From an optimization exercise on the open Yosys and OpenROAD flow, aimed at small area; shortcuts taken in it are not production practice.
Function was checked by simulation only, so behaviour that the tests miss may differ from the original.
No activity file was given, so power comes from the tool's default toggle rates.

## lane 1
==> flow/design.v (excerpt) <==
module smv16b(
	output	[15:0]	dout_inst,
	output	reg [15:0]	dout_avg,
	input 	[15:0]	din,
	input 	run,
	input	sysrst,
	input	clk
);
clock: 10.0 ns
lec_check: 0
cap_margin: 20
core_margin: 2
core_utilization: 70
cts_buf_list: sky130_fd_sc_hd__clkbuf_8
cts_cluster_diameter: 60
cts_cluster_size: 19
place_density: 0.8
slew_margin: 20
standard.sh (not shown) runs the stock make flow with config.mk's settings and CLKGATE_MAP_FILE= SYNTH_SCRIPT=/design/flow/synth_recipe.tcl, a recipe that flattens the netlist after the stock synthesis.
==> flow/flow/run.sh <==
#!/bin/bash
# The standard ORFS layout (standard.sh) with two changes:
#  - synthesis maps the combinational logic with an area-oriented ABC script
#    (flow/abc_area.script) instead of ORFS's speed script; everything else
#    in synthesis (incl. -nofsm -noshare, flatten, rename) is unchanged, so the
#    registers are the standard synthesis's;
#  - the port buffers inserted by buffer_ports use the smallest buffer cell.
# Each tool's output goes to a log file in this folder.
set -euo pipefail
W=$(pwd)
# synthesis script: synth_recipe.tcl, sourcing a copy of ORFS's synth.tcl whose
# abc call uses our ABC script
sed 's#^  log_cmd abc {\*}\$abc_args#  set abc_args [lreplace $abc_args 1 1 '"$W"'/flow/abc_area.script]\n  log_cmd abc {*}$abc_args#' \
  "$FLOW_HOME/scripts/synth.tcl" > "$W/synth_area.tcl"
grep -q "flow/abc_area.script" "$W/synth_area.tcl"
sed "s#source \$::env(SCRIPTS_DIR)/synth.tcl#source $W/synth_area.tcl#" synth_recipe.tcl > "$W/synth_recipe_area.tcl"
grep -q "synth_area.tcl" "$W/synth_recipe_area.tcl"
sed "s#SYNTH_SCRIPT=[^ ]*#SYNTH_SCRIPT=$W/synth_recipe_area.tcl#" standard.sh > "$W/standard_area.sh"
grep -q "synth_recipe_area.tcl" "$W/standard_area.sh"
export BUFFER_PORTS_ARGS="-buffer_cell sky130_fd_sc_hd__buf_1"
export CTS_ARGS="-sink_clustering_enable -repair_clock_nets -dont_use_dummy_load -buf_list {sky130_fd_sc_hd__clkbuf_4 sky130_fd_sc_hd__clkbuf_8} -sink_clustering_buffer sky130_fd_sc_hd__clkbuf_8 -root_buf sky130_fd_sc_hd__clkbuf_4 -sink_clustering_size 20 -sink_clustering_max_diameter 50"
bash "$W/standard_area.sh" > "$W/flow_orfs.log" 2>&1
==> flow/flow/abc_area.script <==
strash
dch -f
amap
topo
dnsize
[inputs] lane 2 vs lane 1
-- flow/flow/run.sh --
<<< lane 1, line 19
grep -q "synth_recipe_area.tcl" "$W/standard_area.sh"
export BUFFER_PORTS_ARGS="-buffer_cell sky130_fd_sc_hd__buf_1"
export CTS_ARGS="-sink_clustering_enable -repair_clock_nets -dont_use_dummy_load -buf_list {sky130_fd_sc_hd__clkbuf_4 sky130_fd_sc_hd__clkbuf_8} -sink_clustering_buffer sky130_fd_sc_hd__clkbuf_8 -root_buf sky130_fd_sc_hd__clkbuf_4 -sink_clustering_size 20 -sink_clustering_max_diameter 50"
bash "$W/standard_area.sh" > "$W/flow_orfs.log" 2>&1
>>> lane 2, line 19
grep -q "synth_recipe_area.tcl" "$W/standard_area.sh"
export BUFFER_PORTS_ARGS="-buffer_cell sky130_fd_sc_hd__buf_1"
export CTS_ARGS="-sink_clustering_enable -repair_clock_nets -dont_use_dummy_load -buf_list sky130_fd_sc_hd__clkbuf_8 -sink_clustering_size 19 -sink_clustering_max_diameter 60"
bash "$W/standard_area.sh" > "$W/flow_orfs.log" 2>&1
### Flow results
- Fraction of power spent switching nets delta (lane 2 -> lane 1): insignificant
- Lane 2 vs. lane 1: final design instance area without fill barely changed, sum of internal, switching and leakage power climbed 0.000021 W, time the final worst path needs with I/O delays and setup climbed 35 ps, count of TritonRoute iterations in the first routing pass dropped 1.
- Diff lane 1 -> lane 2: routed wire length rose by about 0.8%, portion of the clock cycle consumed by the worst path in the final layout went up 0.35 points, met1 layer usage reported by global route went down 0.72 points.
- Compared lane 2 vs lane 1, and area growth from synthesis to final layout is up in lane 2.
- In summary, lane 2 completed successfully, with a layout that passed the timing, DRC and antenna checks.
- Compared with lane 1, lane 2 degrades setup slack of the critical path after layout.

==> port drivers added, routing unchanged <==
No port has a modelled driver above. Below, the same layouts with a new extraction and two added sets of constraints.
Step 1 assumes that a clkbuf_16 drives the clock port and a buf_2 every other input.
Step 2 adds t to the input delays and takes it off the output delays; t is the mean of the earliest and latest rising clock arrival at the registers after step 1. Input paths then give back, and output paths get back, about the clock's delay inside the block.
Three values: no drivers, after step 1, after step 2; two values: the first two.
run	t (ns)	slack for setup (ns)	hold slack, ns
lane 1	0.607	0.639 / 0.639 / 0.639	0.330 / 0.330 / 0.330
lane 2	0.542	0.604 / 0.604 / 0.604	0.329 / 0.329 / 0.329
After both steps setup and hold are still met in every run listed.
